Context: an optimization exercise on an open-source flow, tuned for small area. The choices shown serve that exercise and are no tape-out recipe.

Setup of beta:
==> module pid_controller, before the edit <==
module pid_controller (
    input  wire             clk,
    input  wire             rst,
    input  wire signed [15:0] ref_in,
    input  wire signed [15:0] y,
    output reg  signed [15:0] u_out
);
    reg [15:0] e, t3, t2, t1;
    wire [15:0] e_d, t2_d, u_d;
    wire [16:0] ce;
    assign ce[0] = 1'b1;
    genvar i;
    generate
        for (i = 0; i < 16; i = i + 1) begin : g_e
            wire a = ref_in[i];
            wire b = ~y[i];
            assign e_d[i]  = a ^ b ^ ce[i];
            assign ce[i+1] = (a & b) | (ce[i] & (a ^ b));
        end
    endgenerate
    wire [16:0] ct;
    assign t2_d[0] = t3[0];
    assign ct[1] = 1'b1;
    generate
        for (i = 1; i < 16; i = i + 1) begin : g_t
            wire a = t3[i];
            wire b = ~e[i-1];
            assign t2_d[i] = a ^ b ^ ct[i];
            assign ct[i+1] = (a & b) | (ct[i] & (a ^ b));
        end
    endgenerate
    wire [15:0] s, c;
    assign s[0] = u_out[0] ^ t1[0];
    assign c[0] = 1'b0;
    generate
        for (i = 1; i < 16; i = i + 1) begin : g_csa
            wire a = u_out[i];
            wire b = t1[i];
            wire d = e[i-1];
            assign s[i] = a ^ b ^ d;
            assign c[i] = (a & b) | (d & (a ^ b));
        end
    endgenerate
    wire [16:0] cu;
    assign u_d[0] = s[0];
    assign cu[1] = u_out[0] & t1[0];
    generate
        for (i = 1; i < 16; i = i + 1) begin : g_u
            wire a = s[i];
            wire b = c[i-1];
            assign u_d[i] = a ^ b ^ cu[i];
            assign cu[i+1] = (a & b) | (cu[i] & (a ^ b));
        end
    endgenerate
    always @(posedge clk or posedge rst) begin
        if (rst) begin
            e     <= 16'd0;
            t3    <= 16'd0;
            t2    <= 16'd0;
            t1    <= 16'd0;
            u_out <= 16'sd0;
        end else begin
            e     <= e_d;
            t3    <= e;
            t2    <= t2_d;
            t1    <= t2;
            u_out <= u_d;
        end
    end
endmodule
make LEC_CHECK=0 CAP_MARGIN=20 CORE_MARGIN=2 CORE_UTILIZATION=40 SLEW_MARGIN=20 finish   # period 3.0 ns
run.sh (not shown) runs the stock make flow with config.mk's settings and CLKGATE_MAP_FILE= SYNTH_SCRIPT=/design/flow/synth_recipe.tcl, a recipe that flattens the netlist after the stock synthesis.
Finished, but not clean: beta, with setup timing.
#### Input delta (alpha over beta)
-- flow/design.v --
<<< beta, line 45
);
    reg [15:0] e, t3, t2, t1;
    wire [15:0] e_d, t2_d, u_d;
    wire [16:0] ce;
    assign ce[0] = 1'b1;
    genvar i;
    generate
        for (i = 0; i < 16; i = i + 1) begin : g_e
            wire a = ref_in[i];
            wire b = ~y[i];
            assign e_d[i]  = a ^ b ^ ce[i];
            assign ce[i+1] = (a & b) | (ce[i] & (a ^ b));
        end
    endgenerate
    wire [16:0] ct;
    assign t2_d[0] = t3[0];
    assign ct[1] = 1'b1;
    generate
        for (i = 1; i < 16; i = i + 1) begin : g_t
            wire a = t3[i];
            wire b = ~e[i-1];
            assign t2_d[i] = a ^ b ^ ct[i];
            assign ct[i+1] = (a & b) | (ct[i] & (a ^ b));
        end
    endgenerate
    wire [15:0] s, c;
    assign s[0] = u_out[0] ^ t1[0];
    assign c[0] = 1'b0;
    generate
        for (i = 1; i < 16; i = i + 1) begin : g_csa
            wire a = u_out[i];
            wire b = t1[i];
            wire d = e[i-1];
            assign s[i] = a ^ b ^ d;
            assign c[i] = (a & b) | (d & (a ^ b));
        end
    endgenerate
    wire [16:0] cu;
    assign u_d[0] = s[0];
    assign cu[1] = u_out[0] & t1[0];
    generate
        for (i = 1; i < 16; i = i + 1) begin : g_u
            wire a = s[i];
            wire b = c[i-1];
            assign u_d[i] = a ^ b ^ cu[i];
            assign cu[i+1] = (a & b) | (cu[i] & (a ^ b));
        end
    endgenerate
    always @(posedge clk or posedge rst) begin
        if (rst) begin
>>> alpha, line 45
);
    reg [15:0] e, t3, t2, t1;
    always @(posedge clk or posedge rst) begin
        if (rst) begin
<<< beta, line 99
            u_out <= 16'sd0;
        end else begin
            e     <= e_d;
            t3    <= e;
            t2    <= t2_d;
            t1    <= t2;
            u_out <= u_d;
        end
    end
>>> alpha, line 53
            u_out <= 16'sd0;
        end else begin
            e     <= ref_in - y;
            t3    <= e;
            t2    <= t3 - {e[14:0], 1'b0};
            t1    <= t2;
            u_out <= u_out + t1 + {e[14:0], 1'b0};
        end
    end
Notes after the runs:
When the final numbers for alpha and beta were put side by side, the cell area after technology mapping turned out to be greater in alpha. Relative to beta, the via count measured on alpha has increased by more than half. multi-input combinational cells as the cell group occupying the most layout area was reported by alpha, and registers by beta. Going from beta to alpha, HPWL reported at the end of detailed placement climbed about 80%; count of clock-net buffers in the final layout climbed 1; flip-flop and latch count after synthesis barely changed; layout overhead on the synthesized area dropped 7.2 points. Summary of alpha and beta: one run falls short of a clean finish, namely beta.
Function was not checked in any run of this note: the RTL went through the layout flow alone.

[afterwards: timing with drivers on the ports]
How much do the figures lean on ideal ports? The routed layouts below were timed once more, with nothing changed but the port constraints. Step 1 (the two cells are an assumption about what drives the block):
set clk [get_ports {clk}]
set_driving_cell -lib_cell sky130_fd_sc_hd__clkbuf_16 $clk
set_driving_cell -lib_cell sky130_fd_sc_hd__buf_2 [delete_from_list [all_inputs] $clk]
Step 2 moves the port delays by t, midway between the first and last clock arrival at a register: inputs arrive t later, outputs are due t later. That takes back most of the time a late clock gives input paths. Three values: ideal ports, drivers, drivers and shift; two values: the first two.
run | t, ns | setup slack, ns | worst data-port slew with drivers (ns)
beta | 0.368 | -3.025 / -3.025 / -3.025 | 0.04
alpha | 0.365 | 0.144 / 0.144 / 0.144 | 0.03
